This is an optimization exercise on Yosys and OpenROAD, whose aim is small area and a short achievable clock period, not a production implementation.
RTL that was checked went through simulation tests only; none was proved equivalent to the original.
No functional check of the RTL was part of runs 1 and 2.
No activity file was given, so power comes from the tool's default toggle rates.

## design/flow/design.v

```verilog
`timescale 1ns / 1ps
module fifo(clk, rst, buf_in, buf_out, wr_en, rd_en, buf_empty, buf_full, fifo_counter);
input clk, rst, wr_en, rd_en;
input [7:0] buf_in;
output [7:0] buf_out;
output buf_full, buf_empty;
output [6:0] fifo_counter;
reg [7:0] buf_out;
reg [6:0] fifo_counter;   
reg buf_full;             
reg buf_empty;            
reg full_r;               
reg empty_r;              
reg [511:0] store;
reg [31:0] sel_lo;        
reg [7:0] sel_hi;         
wire wr = wr_en & ~full_r;
wire rd = rd_en & ~empty_r;
wire rd_last = rd_en & sel_lo[1] & sel_hi[0];
wire at63 = sel_lo[7] & sel_hi[7];
wire rd_go = rd & ~rst;
wire rd_hold = ~rd & ~rst;
wire [7:0] sel_rd = sel_hi & {8{rd_go}};
wire [7:0] out_nx;
genvar b, j, q;
generate
  for (b = 0; b < 8; b = b + 1) begin : g_bit
    wire [7:0] grp;
    for (j = 0; j < 8; j = j + 1) begin : g_grp
      wire [7:0] d;
      for (q = 0; q < 8; q = q + 1) begin : g_ent
        assign d[q] = store[8*((8*j + q + 63) % 64) + b];
      end
      fifo_sel8 u_lo (.s(sel_lo[8*(b/2) +: 8]), .d(d), .y(grp[j]));
    end
    fifo_sel8h u_hi (.s(sel_rd), .d(grp), .h(rd_hold), .q(buf_out[b]), .y(out_nx[b]));
  end
endgenerate
always @(posedge clk)
  if (wr)
    store <= {store[503:0], buf_in};
wire [3:0] up, dn, keep;      
wire up_f, dn_f, keep_f;      
wire up_hi, dn_hi, keep_hi;   
genvar k;
generate
  for (k = 0; k < 4; k = k + 1) begin : g_ctl
    fifo_ctl u_k (.w(wr_en), .r(rd_en), .rst(rst), .full(full_r), .empty(empty_r),
                  .up(up[k]), .dn(dn[k]), .keep(keep[k]));
  end
endgenerate
fifo_ctl u_ctl_f (.w(wr_en), .r(rd_en), .rst(rst), .full(full_r), .empty(empty_r),
                  .up(up_f), .dn(dn_f), .keep(keep_f));
fifo_ctl_hi u_ctl_h (.w(wr_en), .r(rd_en), .rst(rst), .full(full_r), .empty(empty_r),
                     .eu(sel_lo[7]), .ed(sel_lo[0]), .up(up_hi), .dn(dn_hi), .keep(keep_hi));
wire [31:0] lo_nx;
wire [7:0] hi_nx;
wire full_nx, full_out_nx, cnt6_nx, empty_nx, empty_out_nx;
generate
  for (q = 0; q < 8; q = q + 1) begin : g_ring
    if (q == 0) begin : g_first
      fifo_upd_set u_h (.r(rst), .i(up_hi), .d(dn_hi), .h(keep_hi), .a(sel_hi[7]),
                        .b(sel_hi[1]), .c(sel_hi[0]), .y(hi_nx[0]));
    end else begin : g_rest
      fifo_upd u_h (.i(up_hi), .d(dn_hi), .h(keep_hi), .a(sel_hi[q-1]), .b(sel_hi[(q+1)%8]),
                    .c(sel_hi[q]), .y(hi_nx[q]));
    end
  end
  for (q = 0; q < 32; q = q + 1) begin : g_lo
    if (q % 8 == 0) begin : g_first
      fifo_upd_set u_l (.r(rst), .i(up[q/8]), .d(dn[q/8]), .h(keep[q/8]), .a(sel_lo[q+7]),
                        .b(sel_lo[q+1]), .c(sel_lo[q]), .y(lo_nx[q]));
    end else begin : g_rest
      fifo_upd u_l (.i(up[q/8]), .d(dn[q/8]), .h(keep[q/8]), .a(sel_lo[q-1]),
                    .b(sel_lo[q-q%8+(q+1)%8]), .c(sel_lo[q]), .y(lo_nx[q]));
    end
  end
endgenerate
fifo_upd2 u_full (.i(up_f), .h(keep_f), .a(at63), .c(full_r), .y(full_nx));
fifo_upd2 u_fo (.i(up_f), .h(keep_f), .a(at63), .c(full_r), .y(full_out_nx));
fifo_upd2 u_c6 (.i(up_f), .h(keep_f), .a(at63), .c(full_r), .y(cnt6_nx));
fifo_eupd u_e (.rst(rst), .wr(wr), .last(rd_last), .e(empty_r), .y(empty_nx));
fifo_eupd u_eo (.rst(rst), .wr(wr), .last(rd_last), .e(empty_r), .y(empty_out_nx));
wire [7:0] lo_n = lo_nx[7:0];
wire [6:0] cnt_nx = {cnt6_nx,
                     hi_nx[4] | hi_nx[5] | hi_nx[6] | hi_nx[7],
                     hi_nx[2] | hi_nx[3] | hi_nx[6] | hi_nx[7],
                     hi_nx[1] | hi_nx[3] | hi_nx[5] | hi_nx[7],
                     lo_n[4] | lo_n[5] | lo_n[6] | lo_n[7],
                     lo_n[2] | lo_n[3] | lo_n[6] | lo_n[7],
                     lo_n[1] | lo_n[3] | lo_n[5] | lo_n[7]};
always @(posedge clk) begin
  fifo_counter <= cnt_nx;
  full_r <= full_nx;
  buf_full <= full_out_nx;
  empty_r <= empty_nx;
  buf_empty <= empty_out_nx;
  sel_lo <= lo_nx;
  sel_hi <= hi_nx;
  buf_out <= out_nx;
end
endmodule
module fifo_sel8(s, d, y);
input [7:0] s, d;
output y;
assign y = |(s & d);
endmodule
module fifo_sel8h(s, d, h, q, y);
input [7:0] s, d;
input h, q;
output y;
assign y = |(s & d) | (h & q);
endmodule
module fifo_ctl(w, r, rst, full, empty, up, dn, keep);
input w, r, rst, full, empty;
output up, dn, keep;
wire wa = w & ~full;
wire ra = r & ~empty;
assign up = ~rst & wa & ~ra;
assign dn = ~rst & ra & ~wa;
assign keep = ~rst & ~(wa ^ ra);
endmodule
module fifo_ctl_hi(w, r, rst, full, empty, eu, ed, up, dn, keep);
input w, r, rst, full, empty, eu, ed;
output up, dn, keep;
wire wa = w & ~full;
wire ra = r & ~empty;
assign up = ~rst & wa & ~ra & eu;
assign dn = ~rst & ra & ~wa & ed;
assign keep = ~rst & ~(wa & ~ra & eu) & ~(ra & ~wa & ed);
endmodule
module fifo_upd(i, d, h, a, b, c, y);
input i, d, h, a, b, c;
output y;
assign y = (i & a) | (d & b) | (h & c);
endmodule
module fifo_upd2(i, h, a, c, y);
input i, h, a, c;
output y;
assign y = (i & a) | (h & c);
endmodule
module fifo_upd_set(r, i, d, h, a, b, c, y);
input r, i, d, h, a, b, c;
output y;
assign y = r | (i & a) | (d & b) | (h & c);
endmodule
module fifo_eupd(rst, wr, last, e, y);
input rst, wr, last, e;
output y;
assign y = rst | (~wr & (e | last));
endmodule
```

## design/flow/flow/run.sh

```bash
#!/bin/bash
# The standard ORFS layout with two changes: clock tree synthesis inserts
# no dummy loads, and the port buffers are plain buf cells (buffer_ports
# would otherwise pick a slow delay cell).
# The make output goes to standard.log; ORFS keeps each step's log under orfs/logs.
set -euo pipefail
export CTS_ARGS="-sink_clustering_enable -repair_clock_nets -sink_clustering_size 22 -sink_clustering_max_diameter 60 -dont_use_dummy_load"
export BUFFER_PORTS_ARGS="-buffer_cell sky130_fd_sc_hd__buf_2"
bash standard.sh MATCH_CELL_FOOTPRINT=0 finish > standard.log 2>&1
```

## design/flow/standard.sh

```bash
#!/bin/bash
# synth_recipe.tcl (not shown) runs the flow's synth.tcl, then flattens the netlist and writes it again
# the make line also repeats each setting of config.mk as NAME=value (left out here)
make -C /OpenROAD-flow-scripts/flow DESIGN_CONFIG=/design/flow/config.mk WORK_HOME=/design/flow/orfs CLKGATE_MAP_FILE= SYNTH_SCRIPT=/design/flow/synth_recipe.tcl "${@:-finish}"
```

## design/flow/config.mk

```make
export PLATFORM = sky130hd
export DESIGN_NAME = fifo
export DESIGN_NICKNAME = fifo
export VERILOG_FILES = /design/flow/design.v
export SDC_FILE = /design/flow/constraint.sdc
export NUM_CORES = 4
export LEC_CHECK = 0
export CAP_MARGIN = 20
export CORE_MARGIN = 2
export CORE_UTILIZATION = 65
export CTS_CLUSTER_DIAMETER = 60
export CTS_CLUSTER_SIZE = 22
export SETUP_SLACK_MARGIN = 1.4
export SLEW_MARGIN = 20
export SYNTH_HIERARCHICAL = 1
```

## design/flow/constraint.sdc

```tcl
create_clock -name core_clock -period 3.0 [get_ports {clk}]
set_input_delay 0.6000 -clock core_clock [delete_from_list [all_inputs] [get_ports {clk}]]
set_output_delay 0.6000 -clock core_clock [all_outputs]
set_load 0.01 [all_outputs]
```

==> results by group, run 1 <==
GRT
  • Vias in the first global route: roughly 11000
  • Overall Global Routing Usage: 0.255
  • Initial antenna violation count: 0
  • Remaining Overflow, GRT: 0
  • Global-route wire length before repair: 64100 um
  • Pin count of the biggest net entering global routing: 63

Synth
  • Synthesized Nets: 1098
  • Mapped Avg Cell Area: roughly 19 sq um
  • Synth Warn #: 7
  • Cell Area, Synth: a little over 20000 sq um
  • Synth Instances: 1086

Routing
  • Via count: 11100
  • Drt first pass iters: 9
  • Final ANT Viol Nets: 0
  • Vias per cell: just over 7
  • DRT iter0 DRCs: about 1600
  • Drc violations: 0
  • Routed wire length: 42400 um
  • Routed len/inst: around 27 um

Worst setup path
  • Critical path peak fanout: 7
  • WP data arrival: between 2 and 2.5 ns
  • CP Launch Type: flip-flop
  • CP max-delay cell: or4_1
  • Worst stage delay on the critical path: about 0.47 ns
  • Crit Path Category: reg2reg
  • Worst path bufs/invs: 2
  • CP delay by family, top: simple AND/OR/NAND/NOR gates
  • Critical path data required time: roughly 3.4 ns
  • CP endpoint kind: flip-flop
  • Worst path cell trace: nand2b_4 > xnor2_4 > nor2_4 > buf_4 > a222oi_1 > inv_1 > or4_1

Clock tree
  • CTS tree: built
  • Sink Count: roughly 570
  • Maximum clock insertion buffer count: 3
  • TritonCTS Buffers: 36
  • CTS Root Cell: clkbuf_16
  • Worst skew pair latency: between 0.5 and 0.6 ns
  • # H-tree levels: 2
  • Clk slew on worst S/H paths: around 0.080 ns

Timing
  • Hold Fails Final Rpt: 0
  • Actual slew at the worst max-slew pin: between 0.7 and 0.8 ns
  • Final Worst Setup Slack: about 1.1 ns
  • Hold WS: 0.238 ns
  • Pins Over Slew Limit: 0
  • RSZ-0062 raised after global routing: true
  • Final period util: 0.642
  • Max Freq: 0.519 GHz
  • Max_slew headroom: 0.465
  • Post-route minimum period: 1.93 ns
  • Sum Neg Setup Slack: 0 ns
  • Final setup viols: 0
  • Clk_skew: 0.0336 ns

Power
  • Comb power frac: 0.041
  • Clock share of power: 0.307
  • Leakage: approximately 7.7 nW
  • Sw Share: 0.207
  • VDD IR max: about 0.53 mV
  • Pwr per Cell Area: between 600 and 700 nW/um^2
  • Int Power: between 10 and 15 mW
  • Power share of the sequential group: 0.651
  • Switching Power: ~3.0 mW

Finish
  • Layout Nets: ~1200
  • FILL cells: 1783
  • Synth-to-Final Area Change: 11.6%
  • N_diodes: 0
  • Multi-input logic area: around 3700 sq um
  • Layout cells sized above 1: 0.160
  • Non-filler cells, final: between 1500 and 2000
  • Reg area: roughly 17000 sq um

Flow run
  • Max_cap viols: 0

Placement
  • # port buffers: 28
  • Inst Count DP: 1522
  • Final HPWL DP: around 23000 um
  • Pre-CTS setup slack: roughly 0.55 ns
  • Final RePlAce weighted congestion: approximately 0.83

Die
  • Initial Util: 0.662
  • Row cnt: 64
  • # IOs: 29
  • Die ar.: approximately 33000 sq um
  • Chip Height: about 180 um
  • Die width: between 150 and 200 um
  • Core area: approximately 31000 sq um

Worst hold path
  • HP Class: in2reg

Outcome
  • Status: complete, no violations
==> per-stage QoR <==
step	instance area (sq um)	util	power (mW)
3_3_place_gp	21100	0.688	10.1
2_1_floorplan	20300	-	9.90
4_1_cts	22500	0.734	14.6
6_report	22600	0.738	14.5
3_5_place_dp	21100	0.688	10.2
5_1_grt	22600	0.738	14.9
==> routing by layer <==
layer	track usage	vias to the layer above	wire length, um
li1	-	4895	-
met1	0.394	5620	18000
met2	0.390	550	19900
met3	0.0395	76	3640
met4	0.0645	0	867
met5	0	-	0
==> repair_timing <==
action,CTS,global route
pin swaps,18,12
cloned,4,1
hold buffers,0,0
buffers inserted,13,4
resized for setup,105,20
endpoints found under the setup margin,553,177
==> power groups by stage <==
stage,combinational (mW),clock (mW),sequential [mW]
5_1_grt,0.645,4.80,9.50
3_3_place_gp,0.522,0,9.62
6_report,0.599,4.46,9.45
4_1_cts,0.586,4.55,9.45
3_5_place_dp,0.530,0,9.62
2_1_floorplan,0.331,0,9.57
==> layout make-up <==
class / instances / area share
repair buffers: 62 / 0.0331
inverters: 36 / 0.00597
clock buffers: 36 / 0.0398
multi-input cells: 479 / 0.164
flip-flops and latches: 571 / 0.736
well taps: 396 / 0.0219
==> layout by cell type (no fill, tap or decap), types with 2 or more instances in the layout <==
cell	instances
edfxtp_1	512
a22oi_1	268
nand4_1	64
a222oi_1	43
clkbuf_16	41
inv_1	36
dfxtp_2	33
buf_4	18
buf_6	17
dfxtp_4	16
nor2_1	11
a22o_1	11
nand2_1	11
buf_2	11
dfxtp_1	10
a221oi_2	8
nand3_1	8
and3_2	7
nor2b_4	6
or4_1	6
a21oi_1	5
buf_16	5
nand2b_2	4
xnor2_1	4
nand2b_4	3
nor3_2	3
buf_8	3
buf_12	3
nor3_1	2
o21bai_2	2
==> final timing paths <==
check	from	cells after the start	endpoint	slack (ns)
setup / recovery	empty_r$_DFF_P_	7	fifo_counter[2]$_DFF_P_	1.07
setup reg to reg	empty_r$_DFF_P_	7	fifo_counter[2]$_DFF_P_	1.07
hold / removal	buf_in[4]	1	store[4]$_DFFE_PP_	0.24
hold reg to reg	store[463]$_DFFE_PP_	0	store[471]$_DFFE_PP_	0.41
==> sequential cells by signal, summed over array words and instances, names as in the netlist <==
register      count
full_r            1
buf_full          1
buf_empty         1
fifo_counter      7
empty_r           1
sel_lo           32
store           512
sel_hi            8
buf_out           8
==> inputs of run 2 (changes only) <==
--- a/design/flow/flow/run.sh
+++ b/design/flow/flow/run.sh
@@ -6,4 +6,4 @@
 set -euo pipefail
 export CTS_ARGS="-sink_clustering_enable -repair_clock_nets -sink_clustering_size 22 -sink_clustering_max_diameter 60 -dont_use_dummy_load"
 export BUFFER_PORTS_ARGS="-buffer_cell sky130_fd_sc_hd__buf_2"
-bash standard.sh MATCH_CELL_FOOTPRINT=0 finish > standard.log 2>&1
+bash standard.sh finish > standard.log 2>&1
==> run 2 against run 1 <==
Worst setup slack worse by 0.090 ns. Hold slack worse by 0.00099 ns. Largest power group unchanged. Utilization is 0.53 points higher. Maximum frequency shrank 4.5%. Sequential share of layout area shrank 0.50 points. Clock power about the same. Global-route usage fell by 0.17 points.
==> results by group, run 2 <==
Outcome
  • Status: complete, no violations (unchanged)

Worst setup path
  • Critical path data required time: 3.39 ns (was 3.41 ns)
  • Worst stage delay on the critical path: 0.48 ns (was 0.47 ns)
  • CP endpoint kind: flip-flop (unchanged)
  • Critical path peak fanout: 7 (unchanged)
  • WP data arrival: 2.41 ns (was 2.34 ns)
  • Worst path cell trace: nor2b_4 > xnor2_4 > nor2_4 > buf_4 > a222oi_1 > inv_1 > or4_1 (was nand2b_4 > xnor2_4 > nor2_4 > buf_4 > a222oi_1 > inv_1 > or4_1)
  • Worst path bufs/invs: 2 (unchanged)
  • CP Launch Type: flip-flop (unchanged)
  • Crit Path Category: reg2reg (unchanged)
  • CP delay by family, top: simple AND/OR/NAND/NOR gates (unchanged)
  • CP max-delay cell: or4_1 (unchanged)

Timing
  • RSZ-0062 raised after global routing: true (unchanged)
  • Max Freq: 0.496 GHz (was 0.519 GHz)
  • Max_slew headroom: 0.464 (was 0.465)
  • Sum Neg Setup Slack: 0 ns (unchanged)
  • Actual slew at the worst max-slew pin: 0.798 ns (was 0.797 ns)
  • Final period util: 0.672 (was 0.642)
  • Hold Fails Final Rpt: 0 (unchanged)
  • Final Worst Setup Slack: 0.984 ns (was 1.07 ns)
  • Pins Over Slew Limit: 0 (unchanged)
  • Post-route minimum period: 2.02 ns (was 1.93 ns)
  • Final setup viols: 0 (unchanged)
  • Clk_skew: 0.0304 ns (was 0.0336 ns)

Power
  • Pwr per Cell Area: 637 nW/um^2 (was 641 nW/um^2)
  • Sw Share: 0.207 (about the same)
  • VDD IR max: 0.530 mV (about the same)
  • Int Power: 11.5 mW (about the same)
  • Switching Power: 3.01 mW (about the same)
  • Power share of the sequential group: 0.651 (about the same)
  • Comb power frac: 0.042 (was 0.041)
  • Clock share of power: 0.307 (about the same)
  • Leakage: 7.74 nW (was 7.68 nW)

Worst hold path
  • HP Class: in2reg (unchanged)

Routing
  • Top sig layer: met4 (unchanged)
  • Final ANT Viol Nets: 0 (unchanged)
  • Drc violations: 0 (unchanged)
  • Routed wire length: 42500 um (was 42400 um)
  • DRT iter0 DRCs: 1432 (was 1627)
  • Vias per cell: 7.04 (was 7.05)
  • Routed len/inst: 26.8 um (about the same)
  • Via count: 11200 (was 11100)
  • Met2 WL: 20000 um (was 19900 um)
  • Drt first pass iters: 9 (unchanged)
  • Metal-1 WL: 17900 um (was 18000 um)
  • Met3 wire len: 3740 um (was 3640 um)

Clock tree
  • CTS Root Cell: clkbuf_16 (unchanged)
  • Sink Count: 571 (unchanged)
  • Worst skew pair latency: 0.53 ns (was 0.54 ns)
  • TritonCTS Buffers: 36 (unchanged)
  • # H-tree levels: 2 (unchanged)
  • Clk slew on worst S/H paths: 0.08 ns (about the same)
  • Maximum clock insertion buffer count: 3 (unchanged)
  • CTS tree: built (unchanged)
  • Hold_buf cts: 0 (unchanged)

GRT
  • Remaining Overflow, GRT: 0 (unchanged)
  • Global-route wire length before repair: 63700 um (was 64100 um)
  • Overall Global Routing Usage: 0.253 (was 0.255)
  • Vias in the first global route: 10600 (was 10700)
  • Initial antenna violation count: 0 (unchanged)
  • Pin count of the biggest net entering global routing: 84 (was 63)

Placement
  • # port buffers: 28 (unchanged)
  • Area after DPL: 21100 sq um (unchanged)
  • Final RePlAce weighted congestion: 0.835 (unchanged)
  • Inst Count DP: 1522 (unchanged)
  • Final HPWL DP: 23500 um (unchanged)
  • Pre-CTS setup slack: 0.555 ns (unchanged)

Die
  • Die ar.: 32700 sq um (unchanged)
  • # IOs: 29 (unchanged)
  • Die width: 181 um (unchanged)
  • Row cnt: 64 (unchanged)
  • Core area: 30700 sq um (unchanged)
  • Chip Height: 181 um (unchanged)
  • Initial Util: 0.662 (unchanged)

Finish
  • Leading cell types in the layout, fill and taps excluded: 512 x edfxtp_1, 265 x a22oi_1, 64 x nand4_1, 43 x a222oi_1, 39 x clkbuf_16 (was 512 x edfxtp_1, 268 x a22oi_1, 64 x nand4_1, 43 x a222oi_1, 41 x clkbuf_16)
  • Layout Cell Area excl Fill: 22800 sq um (was 22600 sq um)
  • N_diodes: 0 (unchanged)
  • Regs by FF count: store: 512 flops, sel_lo: 32 flops (unchanged)
  • Biggest register: store (unchanged)
  • Layout cells sized above 1: 0.169 (was 0.160)
  • Most common cell after layout, fill and taps aside: edfxtp_1 (unchanged)
  • Layout Nets: 1207 (was 1198)
  • FILL cells: 1764 (was 1783)
  • Non-filler cells, final: 1589 (was 1580)
  • Synth-to-Final Area Change: 12.4% (was 11.6%)
  • Max FFs per register: 512 (unchanged)

Synth
  • Synth Instances: 1086 (unchanged)
  • Synth Warn #: 7 (unchanged)
  • Synthesized Nets: 1098 (unchanged)
  • Mapped Avg Cell Area: 18.7 sq um (unchanged)
  • Cell Area, Synth: 20300 sq um (unchanged)

Flow run
  • Max_cap viols: 0 (unchanged)
-- run 2: power by group through the flow --
stage	sequential (mW)	combinational [mW]	clock [mW]
detailed placement	9.62	0.530	0
global placement	9.62	0.522	0
global route	9.50	0.659	4.80
finish	9.45	0.613	4.46
floorplan	9.57	0.331	0
CTS	9.45	0.580	4.55
-- run 2: cell type report --
| class | instances | area, sq um | share of cell area |
|---|---|---|---|
| flip-flops and latches | 571 | 16700 | 0.731 |
| well taps | 396 | 495 | 0.0217 |
| multi-input cells | 479 | 3750 | 0.164 |
| inverters | 36 | 135 | 0.00592 |
| clock buffers | 36 | 901 | 0.0395 |
| repair buffers | 71 | 866 | 0.0380 |
-- run 2: stage by stage --
step                      hold slack, ns   util  total power, mW
after CTS                          0.221  0.733             14.6
after global routing               0.227  0.744             15.0
after global placement             0.429  0.688             10.1
after floorplan                    0.427      -             9.90
final                              0.237  0.744             14.5
after detailed placement           0.434  0.688             10.2
-- run 2: what timing repair did --
action / 4_1_cts / 5_1_grt
cloned: 2 / 3
pin swaps: 18 / 25
gates resized for setup: 106 / 39
endpoints found under the setup margin: 553 / 372
buffers inserted: 13 / 13
-- run 2: path summary, 6_finish.rpt --
check	startpoint	endpoint	slack [ns]	cells past startpoint
setup reg to reg	full_r$_DFF_P_	fifo_counter[1]$_DFF_P_	0.98	7
hold reg to reg	store[463]$_DFFE_PP_	store[471]$_DFFE_PP_	0.41	0
setup / recovery	full_r$_DFF_P_	fifo_counter[1]$_DFF_P_	0.98	7
hold / removal	buf_in[4]	store[4]$_DFFE_PP_	0.24	1
-- run 2: layer usage --
layer | global-route usage | vias up
met2 | 0.388 | 579
met4 | 0.0629 | 0
met5 | 0 | -
met1 | 0.391 | 5617
met3 | 0.0393 | 79
li1 | - | 4915
-- run 2: worst reg2reg max path: stages, from the launching register on --
cell	delay, ns
dfxtp_4	0.36
nor2b_4	0.22
xnor2_4	0.15
nor2_4	0.08
buf_4	0.16
a222oi_1	0.33
inv_1	0.11
or4_1	0.48
==> inputs of run 3 (changes only) <==
--- a/design/flow/design.v
+++ b/design/flow/design.v
@@ -81,14 +81,27 @@
 fifo_upd2 u_c6 (.i(up_f), .h(keep_f), .a(at63), .c(full_r), .y(cnt6_nx));
 fifo_eupd u_e (.rst(rst), .wr(wr), .last(rd_last), .e(empty_r), .y(empty_nx));
 fifo_eupd u_eo (.rst(rst), .wr(wr), .last(rd_last), .e(empty_r), .y(empty_out_nx));
-wire [7:0] lo_n = lo_nx[7:0];
-wire [6:0] cnt_nx = {cnt6_nx,
-                     hi_nx[4] | hi_nx[5] | hi_nx[6] | hi_nx[7],
-                     hi_nx[2] | hi_nx[3] | hi_nx[6] | hi_nx[7],
-                     hi_nx[1] | hi_nx[3] | hi_nx[5] | hi_nx[7],
-                     lo_n[4] | lo_n[5] | lo_n[6] | lo_n[7],
-                     lo_n[2] | lo_n[3] | lo_n[6] | lo_n[7],
-                     lo_n[1] | lo_n[3] | lo_n[5] | lo_n[7]};
+wire [7:0] s3 = sel_lo[31:24];
+wire [2:0] lo_up = {s3[3] | s3[4] | s3[5] | s3[6], s3[1] | s3[2] | s3[5] | s3[6],
+                    s3[0] | s3[2] | s3[4] | s3[6]};
+wire [2:0] lo_dn = {s3[5] | s3[6] | s3[7] | s3[0], s3[3] | s3[4] | s3[7] | s3[0],
+                    s3[0] | s3[2] | s3[4] | s3[6]};
+wire [2:0] hi_up = {sel_hi[3] | sel_hi[4] | sel_hi[5] | sel_hi[6],
+                    sel_hi[1] | sel_hi[2] | sel_hi[5] | sel_hi[6],
+                    sel_hi[0] | sel_hi[2] | sel_hi[4] | sel_hi[6]};
+wire [2:0] hi_dn = {sel_hi[5] | sel_hi[6] | sel_hi[7] | sel_hi[0],
+                    sel_hi[3] | sel_hi[4] | sel_hi[7] | sel_hi[0],
+                    sel_hi[0] | sel_hi[2] | sel_hi[4] | sel_hi[6]};
+wire [6:0] cnt_nx;
+assign cnt_nx[6] = cnt6_nx;
+generate
+  for (q = 0; q < 3; q = q + 1) begin : g_cnt
+    fifo_upd u_lo (.i(up[3]), .d(dn[3]), .h(keep[3]), .a(lo_up[q]), .b(lo_dn[q]),
+                   .c(fifo_counter[q]), .y(cnt_nx[q]));
+    fifo_upd u_hi (.i(up_hi), .d(dn_hi), .h(keep_hi), .a(hi_up[q]), .b(hi_dn[q]),
+                   .c(fifo_counter[3 + q]), .y(cnt_nx[3 + q]));
+  end
+endgenerate
 always @(posedge clk) begin
   fifo_counter <= cnt_nx;
   full_r <= full_nx;
==> run 3 against run 2 <==
Flip-flop and latch count did not move. Wire length rose by 6.4%. Critical path type unchanged. Utilization rose by 0.84 points. First-iteration DRC count rose by 11%. Hold slack got worse by 0.0042 ns. Area after synthesis rose by 0.56%. Critical path depth fell by 3.
==> results by group, run 3 <==
Outcome
  • Status: complete, no violations (unchanged)

Synth
  • Cell Area, Synth: 20400 sq um (was 20300 sq um)
  • Synthesized Nets: 1118 (was 1098)
  • Synth Instances: 1106 (was 1086)
  • Mapped Avg Cell Area: 18.5 sq um (was 18.7 sq um)
  • Synth Warn #: 7 (unchanged)

GRT
  • Vias in the first global route: 11000 (was 10600)
  • Global-route wire length before repair: 65000 um (was 63700 um)
  • Remaining Overflow, GRT: 0 (unchanged)
  • Overall Global Routing Usage: 0.259 (was 0.253)
  • Pin count of the biggest net entering global routing: 110 (was 84)
  • Initial antenna violation count: 0 (unchanged)

Die
  • Chip Height: 181 um (about the same)
  • # IOs: 29 (unchanged)
  • Row cnt: 64 (unchanged)
  • Die width: 181 um (about the same)
  • Core area: 30700 sq um (about the same)
  • Initial Util: 0.664 (was 0.662)
  • Die ar.: 32800 sq um (was 32700 sq um)

Placement
  • Final HPWL DP: 24000 um (was 23500 um)
  • Final RePlAce weighted congestion: 0.805 (was 0.835)
  • Pre-CTS setup slack: 0.826 ns (was 0.555 ns)
  • # port buffers: 28 (unchanged)
  • Area after DPL: 21200 sq um (was 21100 sq um)

Worst setup path
  • CP Launch Type: flip-flop (unchanged)
  • Critical path peak fanout: 19 (was 7)
  • Crit Path Category: reg2reg (unchanged)
  • WP data arrival: 2.02 ns (was 2.41 ns)
  • Worst stage delay on the critical path: 0.45 ns (was 0.48 ns)
  • Reg2Reg Depth: 4 (was 7)
  • Worst flop-to-flop path startpoint: sel_lo[15]$_DFF_P_ (was full_r$_DFF_P_)
  • Crit Reg-Reg Endpoint: buf_out[2]$_DFF_P_ (was fifo_counter[1]$_DFF_P_)
  • Worst path bufs/invs: 0 (was 2)
  • CP endpoint kind: flip-flop (unchanged)
  • R2r setup slk: 1.37 ns (was 0.98 ns)
  • Critical path data required time: 3.39 ns (about the same)
  • CP delay by family, top: compound AO/OA/AOI/OAI gates (was simple AND/OR/NAND/NOR gates)
  • CP max-delay cell: dfxtp_4 (was or4_1)
  • Worst path cell trace: a22oi_1 > nand4_1 > a222oi_1 > nand3_1 (was nor2b_4 > xnor2_4 > nor2_4 > buf_4 > a222oi_1 > inv_1 > or4_1)

Clock tree
  • # H-tree levels: 2 (unchanged)
  • Worst skew pair latency: 0.53 ns (about the same)
  • Maximum clock insertion buffer count: 3 (unchanged)
  • Sink Count: 571 (unchanged)
  • CTS Root Cell: clkbuf_16 (unchanged)
  • Clk slew on worst S/H paths: 0.08 ns (about the same)
  • Hold_buf cts: 0 (unchanged)
  • CTS tree: built (unchanged)
  • TritonCTS Buffers: 37 (was 36)

Finish
  • Layout cells sized above 1: 0.187 (was 0.169)
  • Regs by FF count: store: 512 flops, sel_lo: 32 flops (unchanged)
  • Layout Cell Area excl Fill: 23100 sq um (was 22800 sq um)
  • Most common cell after layout, fill and taps aside: edfxtp_1 (unchanged)
  • Max FFs per register: 512 (unchanged)
  • FILL cells: 1789 (was 1764)
  • Reg area: 16700 sq um (about the same)
  • Multi-input logic area: 3860 sq um (was 3750 sq um)
  • N_diodes: 0 (unchanged)
  • Layout Nets: 1244 (was 1207)
  • Leading cell types in the layout, fill and taps excluded: 512 x edfxtp_1, 255 x a22oi_1, 64 x nand4_1, 49 x a222oi_1, 43 x clkbuf_16 (was 512 x edfxtp_1, 265 x a22oi_1, 64 x nand4_1, 43 x a222oi_1, 39 x clkbuf_16)
  • Synth-to-Final Area Change: 13.3% (was 12.4%)
  • Biggest register: store (unchanged)

Power
  • Switching Power: 3.07 mW (was 3.01 mW)
  • Sw Share: 0.210 (was 0.207)
  • Clock share of power: 0.310 (was 0.307)
  • Comb power frac: 0.045 (was 0.042)
  • Leakage: 7.91 nW (was 7.74 nW)
  • Pwr per Cell Area: 633 nW/um^2 (was 637 nW/um^2)
  • Int Power: 11.6 mW (was 11.5 mW)
  • Power share of the sequential group: 0.646 (was 0.651)
  • VDD IR max: 0.480 mV (was 0.530 mV)

Timing
  • Post-route minimum period: 1.63 ns (was 2.02 ns)
  • Final period util: 0.542 (was 0.672)
  • Pins Over Slew Limit: 0 (unchanged)
  • Clk_skew: 0.0286 ns (was 0.0304 ns)
  • Max_slew headroom: 0.524 (was 0.464)
  • Hold WS: 0.233 ns (was 0.237 ns)
  • Final setup viols: 0 (unchanged)
  • Actual slew at the worst max-slew pin: 0.710 ns (was 0.798 ns)
  • Sum Neg Setup Slack: 0 ns (unchanged)
  • Final Worst Setup Slack: 1.37 ns (was 0.984 ns)
  • RSZ-0062 raised after global routing: true (unchanged)
  • Max Freq: 0.615 GHz (was 0.496 GHz)
  • Hold Fails Final Rpt: 0 (unchanged)

Routing
  • Via count: 11600 (was 11200)
  • Routed len/inst: 27.8 um (was 26.8 um)
  • Drt first pass iters: 8 (was 9)
  • Routed wire length: 45200 um (was 42500 um)
  • DRT iter0 DRCs: 1593 (was 1432)
  • Vias per cell: 7.15 (was 7.04)
  • Drc violations: 0 (unchanged)
  • Final ANT Viol Nets: 0 (unchanged)

Worst hold path
  • HP Class: in2reg (unchanged)
  • Hold-critical path endpoint: store[6]$_DFFE_PP_ (was store[4]$_DFFE_PP_)
  • Hold path depth: 1 (unchanged)
  • Hold path startpoint: buf_in[6] (was buf_in[4])

Flow run
  • Max_cap viols: 0 (unchanged)
[run 3: worst max-delay path by stage]
| stage | start | to | slack, ns | depth (start not counted) |
|---|---|---|---|---|
| 3_5_place_dp | wr_en | store[26]$_DFFE_PP_ | 0.83 | 4 |
| 6_report | sel_lo[15]$_DFF_P_ | buf_out[2]$_DFF_P_ | 1.37 | 4 |
| 2_1_floorplan | wr_en | store[0]$_DFFE_PP_ | -5.72 | 1 |
| 4_1_cts | full_r$_DFF_P_ | store[95]$_DFFE_PP_ | 1.26 | 3 |
| 3_3_place_gp | wr_en | store[26]$_DFFE_PP_ | 0.85 | 4 |
| 5_1_grt | sel_lo[8]$_DFF_P_ | buf_out[2]$_DFF_P_ | 1.35 | 5 |
[run 3: routing by layer]
layer  part of all wire  routed length [um]  up-vias  track usage
li1                   -                   -     5048            -
met1               0.41               18700     5810        0.396
met2               0.46               20700      666        0.386
met3              0.096                4340       99       0.0429
met4              0.034                1520        0       0.0888
met5                  0                   0        -            0
[run 3: layout make-up]
class | count | share of cell area
clock buffer | 37 | 0.0400
inverter | 42 | 0.00682
multi-input combinational | 493 | 0.167
sequential | 571 | 0.723
tap | 396 | 0.0214
timing repair buffer | 87 | 0.0420
[run 3: power by group through the flow]
stage,logic (mW),clock network [mW],registers [mW]
2_1_floorplan,0.342,0,9.57
3_3_place_gp,0.532,0,9.63
3_5_place_dp,0.541,0,9.64
4_1_cts,0.557,4.61,9.47
5_1_grt,0.698,4.89,9.50
6_report,0.654,4.53,9.45
[run 3: worst register-to-register path: stages, from the launching register on]
cell and delay (ns):
dfxtp_4 0.45, a22oi_1 0.20, nand4_1 0.29, a222oi_1 0.44, nand3_1 0.11
[run 3: stage by stage]
stage,utilization,power [mW],instances
2_1_floorplan,-,9.91,1106
3_3_place_gp,0.690,10.2,1539
3_5_place_dp,0.690,10.2,1539
4_1_cts,0.729,14.6,1577
5_1_grt,0.752,15.1,1626
6_report,0.752,14.6,1626
[run 3: repair_timing]
item / CTS / global route
pin swaps: 3 / 25
gates cloned: 0 / 8
buffers inserted: 1 / 41
setup endpoints to repair: 548 / 474
gates resized for setup: 101 / 52
==> inputs of run 4 (changes only) <==
--- a/design/flow/flow/run.sh
+++ b/design/flow/flow/run.sh
@@ -6,4 +6,4 @@
 set -euo pipefail
 export CTS_ARGS="-sink_clustering_enable -repair_clock_nets -sink_clustering_size 22 -sink_clustering_max_diameter 60 -dont_use_dummy_load"
 export BUFFER_PORTS_ARGS="-buffer_cell sky130_fd_sc_hd__buf_2"
-bash standard.sh finish > standard.log 2>&1
+bash standard.sh MATCH_CELL_FOOTPRINT=0 finish > standard.log 2>&1
--- a/design/flow/config.mk
+++ b/design/flow/config.mk
@@ -10,6 +10,6 @@
 export CORE_UTILIZATION = 65
 export CTS_CLUSTER_DIAMETER = 60
 export CTS_CLUSTER_SIZE = 22
-export SETUP_SLACK_MARGIN = 1.4
+export SETUP_SLACK_MARGIN = 1.45
 export SLEW_MARGIN = 20
 export SYNTH_HIERARCHICAL = 1
==> run 4 against run 3 <==
Non-clock buffer count up 42. Critical endpoint unchanged. Combinational power is 17% higher. Total power up 0.71%. Count of clock-buffer cells in the layout unchanged. Utilization increased by 2.1 points. Cell area increased by 2.8%. Critical path type unchanged. Sequential power hardly changed. Largest power group unchanged. Area after synthesis is the same. Sequential share of layout area decreased by 2.0 points.
==> results by group, run 4 <==
Outcome
  • Status: complete, no violations (unchanged)

Clock tree
  • TritonCTS Buffers: 37 (unchanged)
  • Sink Count: 571 (unchanged)
  • Maximum clock insertion buffer count: 3 (unchanged)
  • Clk slew on worst S/H paths: 0.09 ns (was 0.08 ns)
  • Worst skew pair latency: 0.53 ns (about the same)
  • # H-tree levels: 2 (unchanged)
  • CTS tree: built (unchanged)
  • CTS Root Cell: clkbuf_16 (unchanged)

Finish
  • Layout Nets: 1286 (was 1244)
  • Layout Utilization: 0.773 (was 0.752)
  • Synth-to-Final Area Change: 16.5% (was 13.3%)
  • Leading cell types in the layout, fill and taps excluded: 512 x edfxtp_1, 238 x a22oi_1, 64 x nand4_1, 57 x buf_4, 49 x a222oi_1 (was 512 x edfxtp_1, 255 x a22oi_1, 64 x nand4_1, 49 x a222oi_1, 43 x clkbuf_16)
  • Layout cells sized above 1: 0.233 (was 0.187)
  • Multi-input logic area: 4010 sq um (was 3860 sq um)
  • FILL cells: 1689 (was 1789)
  • Biggest register: store (unchanged)
  • Layout Cell Area excl Fill: 23800 sq um (was 23100 sq um)
  • N_diodes: 0 (unchanged)
  • Reg area: 16700 sq um (about the same)
  • Max FFs per register: 512 (unchanged)
  • Most common cell after layout, fill and taps aside: edfxtp_1 (unchanged)
  • Regs by FF count: store: 512 flops, sel_lo: 32 flops (unchanged)

Routing
  • Via count: 12000 (was 11600)
  • Final ANT Viol Nets: 0 (unchanged)
  • Drc violations: 0 (unchanged)
  • DRT iter0 DRCs: 1816 (was 1593)
  • Routed wire length: 47500 um (was 45200 um)
  • Drt first pass iters: 7 (was 8)
  • Routed len/inst: 28.5 um (was 27.8 um)
  • Vias per cell: 7.18 (was 7.15)

Worst setup path
  • Critical path data required time: 3.39 ns (about the same)
  • Reg2Reg Depth: 5 (was 4)
  • WP data arrival: 2.02 ns (about the same)
  • CP Launch Type: flip-flop (unchanged)
  • Worst setup path start: sel_lo[14]$_DFF_P_ (was sel_lo[15]$_DFF_P_)
  • Worst flop-to-flop path startpoint: sel_lo[14]$_DFF_P_ (was sel_lo[15]$_DFF_P_)
  • CP endpoint kind: flip-flop (unchanged)
  • Critical path peak fanout: 5 (was 19)
  • Crit Path Category: reg2reg (unchanged)

Synth
  • Cell Area, Synth: 20400 sq um (unchanged)
  • Synth Instances: 1106 (unchanged)
  • Synth Warn #: 7 (unchanged)
  • Mapped Avg Cell Area: 18.5 sq um (unchanged)
  • Synthesized Nets: 1118 (unchanged)

Power
  • Int Power: 11.6 mW (about the same)
  • VDD IR max: 0.479 mV (was 0.480 mV)
  • Clock share of power: 0.308 (was 0.310)
  • Pwr per Cell Area: 620 nW/um^2 (was 633 nW/um^2)
  • Power share of the sequential group: 0.640 (was 0.646)
  • Sw Share: 0.212 (was 0.210)
  • Leakage: 8.25 nW (was 7.91 nW)
  • Comb power frac: 0.052 (was 0.045)
  • Switching Power: 3.12 mW (was 3.07 mW)
  • Tot Pwr: 14.7 mW (was 14.6 mW)

Die
  • # IOs: 29 (unchanged)
  • Core area: 30700 sq um (unchanged)
  • Initial Util: 0.664 (unchanged)
  • Die ar.: 32800 sq um (unchanged)
  • Chip Height: 181 um (unchanged)
  • Row cnt: 64 (unchanged)
  • Die width: 181 um (unchanged)

Timing
  • Max_slew headroom: 0.629 (was 0.524)
  • Final Worst Setup Slack: 1.38 ns (was 1.37 ns)
  • Post-route minimum period: 1.62 ns (was 1.63 ns)
  • Pins Over Slew Limit: 0 (unchanged)
  • RSZ-0062 raised after global routing: true (unchanged)
  • Actual slew at the worst max-slew pin: 0.553 ns (was 0.710 ns)
  • Hold Fails Final Rpt: 0 (unchanged)
  • Clk_skew: 0.0295 ns (was 0.0286 ns)
  • Max Freq: 0.616 GHz (was 0.615 GHz)
  • Final setup viols: 0 (unchanged)
  • Final period util: 0.541 (was 0.542)

Placement
  • # port buffers: 28 (unchanged)
  • Area after DPL: 21200 sq um (unchanged)
  • Final HPWL DP: 24000 um (unchanged)
  • Final RePlAce weighted congestion: 0.805 (unchanged)
  • Pre-CTS setup slack: 0.826 ns (unchanged)

Worst hold path
  • Hold path depth: 1 (unchanged)
  • HP Class: in2reg (unchanged)
  • Hold path startpoint: buf_in[6] (unchanged)

GRT
  • Initial antenna violation count: 0 (unchanged)
  • Pin count of the biggest net entering global routing: 110 (unchanged)
  • Remaining Overflow, GRT: 0 (unchanged)
  • Overall Global Routing Usage: 0.274 (was 0.259)
  • Global-route wire length before repair: 68600 um (was 65000 um)
  • Vias in the first global route: 11400 (was 11000)

Flow run
  • Max_cap viols: 0 (unchanged)
-- run 4: cell types whose count changed in the layout (fill, tap and decap cells not counted), sizes merged --
cell and delta:
buf +38, clkbuf +4
-- run 4: routing by layer --
metal,vias to the layer above,global-route usage,part of all wire
met5,-,0,0
met1,5987,0.416,0.40
met4,0,0.0849,0.028
met3,98,0.0405,0.099
li1,5125,-,-
met2,766,0.419,0.47
-- run 4: final cells by class --
type / instances / share of cell area
Clock buffer: 37 / 0.0389
Multi-Input combinational cell: 493 / 0.169
Sequential cell: 571 / 0.703
Tap cell: 396 / 0.0208
Inverter: 42 / 0.00663
Timing Repair Buffer: 129 / 0.0620
-- run 4: through the flow --
step                hold slack [ns]   TNS, ns  instances
floorplan                     0.427  -2938.49       1106
global placement              0.429         0       1539
detailed placement            0.433         0       1539
CTS                           0.216         0       1616
global route                  0.223         0       1668
finish                        0.233         0       1668
-- run 4: worst paths after layout --
kind                                to  slack, ns
setup / recovery    buf_out[2]$_DFF_P_       1.38
hold / removal      store[6]$_DFFE_PP_       0.23
setup reg to reg    buf_out[2]$_DFF_P_       1.38
hold reg to reg   store[119]$_DFFE_PP_       0.43
-- run 4: critical path: stages (launching register included) --
cell	delay (ns)
dfxtp_4	0.39
buf_12	0.14
a22oi_2	0.15
nand4_1	0.28
a222oi_1	0.42
nand3_1	0.10
-- run 4: repair_timing --
item	CTS	global route
gates resized for setup	125	76
setup buffers	32	50
pin swaps	6	56
gates cloned	8	2
hold buffers	0	0
endpoints found under the setup margin	552	170
-- run 4: power groups by stage --
stage	clock (mW)	sequential [mW]	combinational, mW
finish	4.55	9.43	0.766
global route	4.89	9.47	0.811
CTS	4.61	9.45	0.630
floorplan	0	9.57	0.342
global placement	0	9.63	0.532
detailed placement	0	9.64	0.541
==> inputs of run 5 (changes only) <==
--- a/design/flow/config.mk
+++ b/design/flow/config.mk
@@ -10,6 +10,6 @@
 export CORE_UTILIZATION = 65
 export CTS_CLUSTER_DIAMETER = 60
 export CTS_CLUSTER_SIZE = 22
-export SETUP_SLACK_MARGIN = 1.45
+export SETUP_SLACK_MARGIN = 1.3
 export SLEW_MARGIN = 20
 export SYNTH_HIERARCHICAL = 1
==> run 5 against run 4 <==
Still clean. Maximum frequency is 6.6% lower. Flip-flop and latch count stayed put. Combinational power is 28% lower. First-iteration DRC count is 14% lower. Area after synthesis stayed put. Critical path type unchanged. Largest cell class unchanged.
==> results by group, run 5 <==
Outcome
  • Status: complete, no violations (unchanged)

Finish
  • Leading cell types in the layout, fill and taps excluded: 512 x edfxtp_1, 268 x a22oi_1, 64 x nand4_1, 49 x a222oi_1, 42 x inv_1 (was 512 x edfxtp_1, 238 x a22oi_1, 64 x nand4_1, 57 x buf_4, 49 x a222oi_1)
  • Regs by FF count: store: 512 flops, sel_lo: 32 flops (unchanged)
  • Most common cell after layout, fill and taps aside: edfxtp_1 (unchanged)
  • Layout Utilization: 0.727 (was 0.773)
  • N_diodes: 0 (unchanged)
  • FILL cells: 1885 (was 1689)
  • Biggest register: store (unchanged)
  • Non-filler cells, final: 1584 (was 1668)
  • Layout cells sized above 1: 0.136 (was 0.233)
  • Max FFs per register: 512 (unchanged)
  • Layout Cell Area excl Fill: 22300 sq um (was 23800 sq um)
  • Synth-to-Final Area Change: 9.45% (was 16.5%)
  • Layout Nets: 1202 (was 1286)

Timing
  • Actual slew at the worst max-slew pin: 0.573 ns (was 0.553 ns)
  • Pins Over Slew Limit: 0 (unchanged)
  • Hold WS: 0.239 ns (was 0.233 ns)
  • Clk_skew: 0.0301 ns (was 0.0295 ns)
  • Final setup viols: 0 (unchanged)
  • Post-route minimum period: 1.74 ns (was 1.62 ns)
  • Final period util: 0.579 (was 0.541)
  • Sum Neg Setup Slack: 0 ns (unchanged)
  • Max_slew headroom: 0.618 (was 0.629)
  • Hold Fails Final Rpt: 0 (unchanged)
  • Final Worst Setup Slack: 1.26 ns (was 1.38 ns)
  • RSZ-0062 raised after global routing: true (unchanged)
  • Max Freq: 0.576 GHz (was 0.616 GHz)

Die
  • Die width: 181 um (unchanged)
  • # IOs: 29 (unchanged)
  • Chip Height: 181 um (unchanged)
  • Die ar.: 32800 sq um (unchanged)
  • Initial Util: 0.664 (unchanged)
  • Row cnt: 64 (unchanged)
  • Core area: 30700 sq um (unchanged)

Worst setup path
  • Crit Path Category: reg2reg (unchanged)
  • Critical path data required time: 3.16 ns (was 3.39 ns)
  • WP data arrival: 1.90 ns (was 2.02 ns)
  • CP endpoint kind: flip-flop (unchanged)
  • Critical path peak fanout: 92 (was 5)
  • CP Launch Type: flip-flop (unchanged)

Routing
  • Final ANT Viol Nets: 0 (unchanged)
  • Drc violations: 0 (unchanged)
  • Via count: 11400 (was 12000)
  • Drt first pass iters: 9 (was 7)
  • Routed wire length: 42600 um (was 47500 um)
  • Routed len/inst: 26.9 um (was 28.5 um)
  • DRT iter0 DRCs: 1556 (was 1816)
  • Vias per cell: 7.19 (was 7.18)

Placement
  • # port buffers: 28 (unchanged)
  • Final RePlAce weighted congestion: 0.771 (was 0.805)
  • Pre-CTS setup slack: 0.909 ns (was 0.826 ns)
  • Area after DPL: 21300 sq um (was 21200 sq um)
  • Final HPWL DP: 24300 um (was 24000 um)
  • Inst Count DP: 1547 (was 1539)

Clock tree
  • # H-tree levels: 2 (unchanged)
  • TritonCTS Buffers: 36 (was 37)
  • Clk slew on worst S/H paths: 0.08 ns (was 0.09 ns)
  • CTS tree: built (unchanged)
  • CTS Root Cell: clkbuf_16 (unchanged)
  • Maximum clock insertion buffer count: 3 (unchanged)
  • Sink Count: 571 (unchanged)
  • Worst skew pair latency: 0.54 ns (was 0.53 ns)

Power
  • Pwr per Cell Area: 648 nW/um^2 (was 620 nW/um^2)
  • Int Power: 11.5 mW (was 11.6 mW)
  • Leakage: 7.58 nW (was 8.25 nW)
  • Power share of the sequential group: 0.653 (was 0.640)
  • Clock share of power: 0.309 (was 0.308)
  • Tot Pwr: 14.5 mW (was 14.7 mW)
  • Sw Share: 0.208 (was 0.212)
  • Comb power frac: 0.038 (was 0.052)
  • VDD IR max: 0.442 mV (was 0.479 mV)
  • Switching Power: 3.02 mW (was 3.12 mW)

Synth
  • Cell Area, Synth: 20400 sq um (unchanged)
  • Synth Instances: 1106 (unchanged)
  • Synth Warn #: 7 (unchanged)
  • Synthesized Nets: 1118 (unchanged)
  • Mapped Avg Cell Area: 18.5 sq um (unchanged)

GRT
  • Overall Global Routing Usage: 0.258 (was 0.274)
  • Initial antenna violation count: 0 (unchanged)
  • Pin count of the biggest net entering global routing: 98 (was 110)
  • Remaining Overflow, GRT: 0 (unchanged)
  • Global-route wire length before repair: 64700 um (was 68600 um)
  • Vias in the first global route: 10900 (was 11400)

Flow run
  • Max_cap viols: 0 (unchanged)

Worst hold path
  • HP Class: in2reg (unchanged)
-- run 5: cell type report --
| type | count | area [sq um] | area share |
|---|---|---|---|
| timing repair buffer | 46 | 348 | 0.0156 |
| clock buffer | 36 | 901 | 0.0403 |
| multi-input combinational | 493 | 3770 | 0.169 |
| tap | 396 | 495 | 0.0222 |
| sequential | 571 | 16700 | 0.746 |
| inverter | 42 | 158 | 0.00706 |
-- run 5: power by group through the flow --
stage,clock network [mW],logic (mW),registers (mW)
detailed placement,0,0.540,9.64
floorplan,0,0.342,9.57
CTS,4.54,0.539,9.47
global route,4.80,0.601,9.51
finish,4.47,0.551,9.46
global placement,0,0.534,9.63
-- run 5: per-layer routing --
metal / vias up / GRT usage / share of wire / routed length, um
met2: 562 / 0.392 / 0.47 / 19900
met5: - / 0 / 0 / 0
met1: 5799 / 0.399 / 0.43 / 18100
met4: 0 / 0.0842 / 0.026 / 1110
met3: 78 / 0.0323 / 0.081 / 3460
li1: 4945 / - / - / -
-- run 5: worst paths after layout --
check	startpoint	end	slack (ns)	cells after the start
max reg2reg	full_r$_DFF_P_	store[109]$_DFFE_PP_	1.26	3
min	buf_in[1]	store[1]$_DFFE_PP_	0.24	1
max	full_r$_DFF_P_	store[109]$_DFFE_PP_	1.26	3
min reg2reg	store[70]$_DFFE_PP_	store[78]$_DFFE_PP_	0.42	0
-- run 5: worst max-delay path: stages, from the launching register on --
cell	delay (ns)
dfxtp_2	0.44
nor2b_4	0.17
buf_12	0.24
buf_12	0.39
-- run 5: what timing repair did --
item,CTS,global route
pin swaps,1,3
hold buffers,0,0
endpoints found under the setup margin,402,309
gates resized for setup,40,42
hold endpoints to repair,0,0
buffers inserted,0,1
==> inputs of run 6 (changes only) <==
--- a/design/flow/config.mk
+++ b/design/flow/config.mk
@@ -10,6 +10,6 @@
 export CORE_UTILIZATION = 65
 export CTS_CLUSTER_DIAMETER = 60
 export CTS_CLUSTER_SIZE = 22
-export SETUP_SLACK_MARGIN = 1.3
+export SETUP_SLACK_MARGIN = 1.4
 export SLEW_MARGIN = 20
 export SYNTH_HIERARCHICAL = 1
==> run 6 against run 5 <==
Die area stayed put. Clock skew is 0.0016 ns lower. Hold slack worse by 0.0066 ns. Wire length is 6.3% higher. Register-to-register slack better by 0.11 ns. Maximum frequency is 6.8% higher. Synthesized cell count stayed put. Sequential share of layout area is 2.3 points lower. Global-route usage hardly changed. Area after synthesis stayed put. Critical path type unchanged. Critical endpoint is now buf_out[2]$_DFF_P_.
==> results by group, run 6 <==
Worst setup path
  • Worst flop-to-flop path startpoint: sel_lo[15]$_DFF_P_ (was full_r$_DFF_P_)
  • Crit Path Category: reg2reg (unchanged)
  • WP data arrival: 2.02 ns (was 1.90 ns)
  • Worst setup path start: sel_lo[15]$_DFF_P_ (was full_r$_DFF_P_)
  • CP endpoint kind: flip-flop (unchanged)
  • CP Launch Type: flip-flop (unchanged)
  • Critical path data required time: 3.39 ns (was 3.16 ns)
  • Critical path peak fanout: 19 (was 92)

Die
  • Core area: 30700 sq um (unchanged)
  • Row cnt: 64 (unchanged)
  • Chip Height: 181 um (unchanged)
  • Initial Util: 0.664 (unchanged)
  • Die width: 181 um (unchanged)
  • # IOs: 29 (unchanged)
  • Die ar.: 32800 sq um (unchanged)

Finish
  • Most common cell after layout, fill and taps aside: edfxtp_1 (unchanged)
  • Layout Nets: 1244 (was 1202)
  • Leading cell types in the layout, fill and taps excluded: 512 x edfxtp_1, 255 x a22oi_1, 64 x nand4_1, 49 x a222oi_1, 43 x clkbuf_16 (was 512 x edfxtp_1, 268 x a22oi_1, 64 x nand4_1, 49 x a222oi_1, 42 x inv_1)
  • Regs by FF count: store: 512 flops, sel_lo: 32 flops (unchanged)
  • Layout cells sized above 1: 0.187 (was 0.136)
  • Non-filler cells, final: 1626 (was 1584)
  • N_diodes: 0 (unchanged)
  • Synth-to-Final Area Change: 13.3% (was 9.45%)
  • Biggest register: store (unchanged)
  • Layout Utilization: 0.752 (was 0.727)
  • FILL cells: 1789 (was 1885)
  • Max FFs per register: 512 (unchanged)

Timing
  • Max_slew headroom: 0.524 (was 0.618)
  • Sum Neg Setup Slack: 0 ns (unchanged)
  • Max Freq: 0.615 GHz (was 0.576 GHz)
  • Final period util: 0.542 (was 0.579)
  • Clk_skew: 0.0286 ns (was 0.0301 ns)
  • Actual slew at the worst max-slew pin: 0.710 ns (was 0.573 ns)
  • Final Worst Setup Slack: 1.37 ns (was 1.26 ns)
  • Post-route minimum period: 1.63 ns (was 1.74 ns)
  • Hold WS: 0.233 ns (was 0.239 ns)
  • Pins Over Slew Limit: 0 (unchanged)
  • Hold Fails Final Rpt: 0 (unchanged)
  • RSZ-0062 raised after global routing: true (unchanged)
  • Final setup viols: 0 (unchanged)

Clock tree
  • # H-tree levels: 2 (unchanged)
  • Hold_buf cts: 0 (unchanged)
  • Maximum clock insertion buffer count: 3 (unchanged)
  • Worst skew pair latency: 0.53 ns (was 0.54 ns)
  • Sink Count: 571 (unchanged)
  • CTS tree: built (unchanged)
  • Clk slew on worst S/H paths: 0.08 ns (about the same)
  • CTS Root Cell: clkbuf_16 (unchanged)
  • TritonCTS Buffers: 37 (was 36)

Power
  • Clock share of power: 0.310 (was 0.309)
  • Switching Power: 3.07 mW (was 3.02 mW)
  • Comb power frac: 0.045 (was 0.038)
  • VDD IR max: 0.480 mV (was 0.442 mV)
  • Leakage: 7.91 nW (was 7.58 nW)
  • Int Power: 11.6 mW (was 11.5 mW)
  • Sw Share: 0.210 (was 0.208)
  • Pwr per Cell Area: 633 nW/um^2 (was 648 nW/um^2)
  • Power share of the sequential group: 0.646 (was 0.653)

Synth
  • Synth Warn #: 7 (unchanged)
  • Synthesized Nets: 1118 (unchanged)
  • Mapped Avg Cell Area: 18.5 sq um (unchanged)
  • Synth Instances: 1106 (unchanged)
  • Cell Area, Synth: 20400 sq um (unchanged)

Routing
  • Drc violations: 0 (unchanged)
  • Routed wire length: 45200 um (was 42600 um)
  • Via count: 11600 (was 11400)
  • Vias per cell: 7.15 (was 7.19)
  • Routed len/inst: 27.8 um (was 26.9 um)
  • DRT iter0 DRCs: 1593 (was 1556)
  • Final ANT Viol Nets: 0 (unchanged)
  • Drt first pass iters: 8 (was 9)

Outcome
  • Status: complete, no violations (unchanged)

Placement
  • Final HPWL DP: 24000 um (was 24300 um)
  • Pre-CTS setup slack: 0.826 ns (was 0.909 ns)
  • Inst Count DP: 1539 (was 1547)
  • Final RePlAce weighted congestion: 0.805 (was 0.771)
  • # port buffers: 28 (unchanged)

GRT
  • Vias in the first global route: 11000 (was 10900)
  • Global-route wire length before repair: 65000 um (was 64700 um)
  • Remaining Overflow, GRT: 0 (unchanged)
  • Overall Global Routing Usage: 0.259 (was 0.258)
  • Pin count of the biggest net entering global routing: 110 (was 98)
  • Initial antenna violation count: 0 (unchanged)

Worst hold path
  • HP Class: in2reg (unchanged)
  • Hold path startpoint: buf_in[6] (was buf_in[1])

Flow run
  • Max_cap viols: 0 (unchanged)
[run 6: cell type report]
| type | instances | area (sq um) | share of cell area |
|---|---|---|---|
| well taps | 396 | 495 | 0.0214 |
| multi-input cells | 493 | 3860 | 0.167 |
| repair buffers | 87 | 971 | 0.0420 |
| flip-flops and latches | 571 | 16700 | 0.723 |
| clock buffers | 37 | 926 | 0.0400 |
| inverters | 42 | 158 | 0.00682 |
[run 6: worst max-delay path: stages, from the launching register on]
cell and delay, ns:
dfxtp_4 0.45, a22oi_1 0.19, nand4_1 0.29, a222oi_1 0.44, nand3_1 0.11
[run 6: metal layers]
layer | part of all wire | global-route usage
met1 | 0.41 | 0.396
met2 | 0.46 | 0.386
met3 | 0.096 | 0.0429
met4 | 0.034 | 0.0888
met5 | 0 | 0
[run 6: what timing repair did]
action,CTS,global route
setup buffers,1,41
pin swaps,3,25
gates resized for setup,101,52
gates cloned,0,8
endpoints found under the setup margin,548,474
[run 6: final timing paths]
kind | to | slack (ns) | cells after the start
setup / recovery | buf_out[2]$_DFF_P_ | 1.37 | 4
hold / removal | store[6]$_DFFE_PP_ | 0.23 | 1
setup reg to reg | buf_out[2]$_DFF_P_ | 1.37 | 4
hold reg to reg | store[119]$_DFFE_PP_ | 0.42 | 0
[run 6: stage by stage]
stage	total power, mW	cell area [sq um]
3_5_place_dp	10.2	21200
3_3_place_gp	10.2	21200
5_1_grt	15.1	23100
4_1_cts	14.6	22400
2_1_floorplan	9.91	20400
6_report	14.6	23100
[run 6: power by group through the flow]
stage                     logic [mW]  registers (mW)  clock network [mW]
after floorplan                0.342            9.57                   0
after global placement         0.532            9.63                   0
after detailed placement       0.541            9.64                   0
after CTS                      0.557            9.47                4.61
after global routing           0.698            9.50                4.89
final                          0.654            9.45                4.53
==> inputs of run 7 (changes only) <==
==> design/flow/flow/run.sh (replaced) <==
#!/bin/bash
# The standard ORFS layout with three changes: clock tree synthesis
# inserts no dummy loads; the port buffers are plain buf cells (buffer_ports
# would otherwise pick a slow delay cell); and the resizer may swap cells
# across footprints (MATCH_CELL_FOOTPRINT=0).
# The make output goes to standard.log; ORFS keeps each step's log under orfs/logs.
set -euo pipefail
export CTS_ARGS="-sink_clustering_enable -repair_clock_nets -sink_clustering_size 22 -sink_clustering_max_diameter 90 -dont_use_dummy_load"
export BUFFER_PORTS_ARGS="-buffer_cell sky130_fd_sc_hd__buf_2"
bash standard.sh MATCH_CELL_FOOTPRINT=0 finish > standard.log 2>&1
==> run 7 against run 6 <==
Cell area increased by 1.8%. Clock skew down 0.010 ns. Total power shrank 3.4%. Critical path depth is 3 lower. Global-route usage shrank 0.16 points. Via count increased by 2.5%. Sequential power about the same.
==> results by group, run 7 <==
Placement
  • Final RePlAce weighted congestion: 0.805 (unchanged)
  • Area after DPL: 21200 sq um (unchanged)
  • Final HPWL DP: 24000 um (unchanged)
  • # port buffers: 28 (unchanged)
  • Inst Count DP: 1539 (unchanged)

Routing
  • Drt first pass iters: 13 (was 8)
  • Drc violations: 0 (unchanged)
  • Final ANT Viol Nets: 0 (unchanged)
  • Routed len/inst: 28.3 um (was 27.8 um)
  • DRT iter0 DRCs: 1806 (was 1593)
  • Routed wire length: 47100 um (was 45200 um)
  • Via count: 11900 (was 11600)
  • Vias per cell: 7.17 (was 7.15)

Finish
  • Non-filler cells, final: 1662 (was 1626)
  • Layout cells sized above 1: 0.224 (was 0.187)
  • Leading cell types in the layout, fill and taps excluded: 512 x edfxtp_1, 238 x a22oi_1, 64 x nand4_1, 55 x buf_4, 49 x a222oi_1 (was 512 x edfxtp_1, 255 x a22oi_1, 64 x nand4_1, 49 x a222oi_1, 43 x clkbuf_16)
  • Layout Utilization: 0.765 (was 0.752)
  • Layout Cell Area excl Fill: 23500 sq um (was 23100 sq um)
  • Biggest register: store (unchanged)
  • Max FFs per register: 512 (unchanged)
  • Reg area: 16700 sq um (about the same)
  • N_diodes: 0 (unchanged)
  • Most common cell after layout, fill and taps aside: edfxtp_1 (unchanged)
  • Multi-input logic area: 3950 sq um (was 3860 sq um)
  • Regs by FF count: store: 512 flops, sel_lo: 32 flops (unchanged)
  • Synth-to-Final Area Change: 15.3% (was 13.3%)
  • FILL cells: 1708 (was 1789)
  • Layout Nets: 1280 (was 1244)

Die
  • Chip Height: 181 um (unchanged)
  • Initial Util: 0.664 (unchanged)
  • Die width: 181 um (unchanged)
  • Die ar.: 32800 sq um (unchanged)
  • # IOs: 29 (unchanged)
  • Core area: 30700 sq um (unchanged)
  • Row cnt: 64 (unchanged)

Timing
  • Actual slew at the worst max-slew pin: 0.583 ns (was 0.710 ns)
  • Post-route minimum period: 1.68 ns (was 1.63 ns)
  • Hold Fails Final Rpt: 0 (unchanged)
  • Max_slew headroom: 0.612 (was 0.524)
  • Final setup viols: 0 (unchanged)
  • Sum Neg Setup Slack: 0 ns (unchanged)
  • RSZ-0062 raised after global routing: true (unchanged)
  • Pins Over Slew Limit: 0 (unchanged)
  • Final period util: 0.559 (was 0.542)
  • Max Freq: 0.597 GHz (was 0.615 GHz)
  • Clk_skew: 0.0182 ns (was 0.0286 ns)

Worst setup path
  • Worst stage delay on the critical path: 0.38 ns (was 0.45 ns)
  • WP data arrival: 1.08 ns (was 2.02 ns)
  • Worst path bufs/invs: 1 (was 0)
  • CP Launch Type: flip-flop (unchanged)
  • R2r setup slk: 1.36 ns (was 1.37 ns)
  • Worst path depth: 1 (was 4)
  • Worst path cell trace: buf_6 (was a22oi_1 > nand4_1 > a222oi_1 > nand3_1)
  • Critical path peak fanout: 2 (was 19)
  • Critical path data required time: 2.40 ns (was 3.39 ns)
  • CP delay by family, top: flip-flops (was compound AO/OA/AOI/OAI gates)
  • Crit Reg-Reg Endpoint: buf_out[5]$_DFF_P_ (was buf_out[2]$_DFF_P_)
  • CP max-delay cell: dfxtp_4 (unchanged)
  • Reg2Reg Depth: 6 (was 4)
  • Worst flop-to-flop path startpoint: sel_lo[16]$_DFF_P_ (was sel_lo[15]$_DFF_P_)
  • Crit Path Category: reg2out (was reg2reg)
  • CP endpoint kind: output port (was flip-flop)

Power
  • Leakage: 8.11 nW (was 7.91 nW)
  • VDD IR max: 0.438 mV (was 0.480 mV)
  • Tot Pwr: 14.1 mW (was 14.6 mW)
  • Pwr per Cell Area: 601 nW/um^2 (was 633 nW/um^2)

Clock tree
  • TritonCTS Buffers: 29 (was 37)
  • Maximum clock insertion buffer count: 3 (unchanged)
  • Clk slew on worst S/H paths: 0.09 ns (was 0.08 ns)
  • Worst skew pair latency: 0.58 ns (was 0.53 ns)
  • CTS tree: built (unchanged)
  • CTS Root Cell: clkbuf_16 (unchanged)
  • Sink Count: 571 (unchanged)
  • # H-tree levels: 1 (was 2)

GRT
  • Vias in the first global route: 11000 (about the same)
  • Remaining Overflow, GRT: 0 (unchanged)
  • Initial antenna violation count: 0 (unchanged)
  • Overall Global Routing Usage: 0.257 (was 0.259)
  • Pin count of the biggest net entering global routing: 110 (unchanged)
  • Global-route wire length before repair: 64900 um (was 65000 um)

Synth
  • Synth Instances: 1106 (unchanged)
  • Cell Area, Synth: 20400 sq um (unchanged)
  • Synthesized Nets: 1118 (unchanged)
  • Synth Warn #: 7 (unchanged)
  • Mapped Avg Cell Area: 18.5 sq um (unchanged)

Outcome
  • Status: complete, no violations (unchanged)

Worst hold path
  • Hold path startpoint: buf_in[4] (was buf_in[6])
  • Hold path depth: 1 (unchanged)
  • Hold-critical path endpoint: store[4]$_DFFE_PP_ (was store[6]$_DFFE_PP_)
  • HP Class: in2reg (unchanged)

Flow run
  • Max_cap viols: 0 (unchanged)
## run 7: changes by cell type in the layout (fill, tap and decap cells not counted), moves of 2 or more
cell and delta:
a22oi_1 -17, buf_6 +12, clkbuf_16 -7, a22oi_2 +17, buf_4 +21, buf_12 +8, clkbuf_8 +2
## run 7: worst max path at each step
stage / start / to / slack, ns
after floorplan: wr_en / store[0]$_DFFE_PP_ / -5.72
after global placement: wr_en / store[26]$_DFFE_PP_ / 0.85
after detailed placement: wr_en / store[26]$_DFFE_PP_ / 0.83
after CTS: full_r$_DFF_P_ / store[170]$_DFFE_PP_ / 1.24
after global routing: sel_lo[12]$_DFF_P_ / buf_out[3]$_DFF_P_ / 1.28
final: buf_out[6]$_DFF_P_ / buf_out[6] / 1.32
## run 7: final cells by class
cell class / instances / area share
sequential: 571 / 0.711
multi-input combinational: 493 / 0.168
timing repair buffer: 131 / 0.0631
clock buffer: 29 / 0.0308
tap: 396 / 0.0211
inverter: 42 / 0.00670
## run 7: stage by stage
| step | hold WS [ns] | setup WS, ns |
|---|---|---|
| 6_report | 0.191 | 1.32 |
| 5_1_grt | 0.172 | 1.28 |
| 4_1_cts | 0.172 | 1.24 |
| 3_5_place_dp | 0.433 | 0.826 |
| 3_3_place_gp | 0.429 | 0.852 |
| 2_1_floorplan | 0.427 | -5.72 |
## run 7: what timing repair did
item | CTS | global route
cloned | 1 | 8
pin swaps | 3 | 46
hold buffers | 0 | 0
buffers inserted | 2 | 83
endpoints found under the setup margin | 551 | 451
gates resized for setup | 103 | 93
## run 7: layer usage
metal,GRT usage,wire [um],up-vias
li1,-,-,5104
met1,0.395,18900,5983
met2,0.391,22100,746
met3,0.0393,4930,82
met4,0.0751,1180,0
met5,0,0,-
## run 7: where the power goes
| part | internal (mW) | leakage [nW] | switching (mW) |
|---|---|---|---|
| combinational | 0.292 | 2.23 | 0.453 |
| clock | 1.71 | 0.357 | 2.26 |
| sequential | 9.12 | 5.52 | 0.310 |
| total | 11.1 | 8.11 | 3.02 |

re-timing with driven ports:
The results above use ideal ports. As a check the final layouts listed here were re-extracted and re-timed, cells and wires unchanged.
Step 1 (the two cells are an assumption about what drives the block):
set clk [get_ports {clk}]
set_driving_cell -lib_cell sky130_fd_sc_hd__clkbuf_16 $clk
set_driving_cell -lib_cell sky130_fd_sc_hd__buf_2 [delete_from_list [all_inputs] $clk]
Step 2 times the ports against the registers' clock, not the clock port: input delays grow and output delays shrink by t, the midpoint of the rising clock arrivals with the driver on.
Three values: ideal, step 1, step 2; two values: the first two.
run	t (ns)	slack for setup (ns)	hold slack, ns	worst setup path at the end	worst data-port slew with drivers (ns)
run 1	0.572	1.073 / 1.073 / 0.522	0.238 / 0.206 / 0.415	input to register	0.05
run 2	0.572	0.984 / 0.984 / 0.417	0.237 / 0.205 / 0.415	input to register	0.06
run 3	0.571	1.374 / 1.325 / 0.977	0.233 / 0.204 / 0.424	input to register	0.04
run 4	0.568	1.377 / 1.336 / 0.968	0.233 / 0.205 / 0.425	input to register	0.04
run 5	0.571	1.263 / 1.263 / 0.869	0.239 / 0.209 / 0.417	input to register	0.04
run 6	0.571	1.374 / 1.325 / 0.977	0.233 / 0.204 / 0.424	input to register	0.04
run 7	0.618	1.324 / 1.276 / 0.875	0.191 / 0.168 / 0.448	input to register	0.04
After both steps setup and hold are still met in every run listed. The setup slack of run 2, which loses most, moves by 0.000 ns with the drivers and by -0.567 ns with both steps.
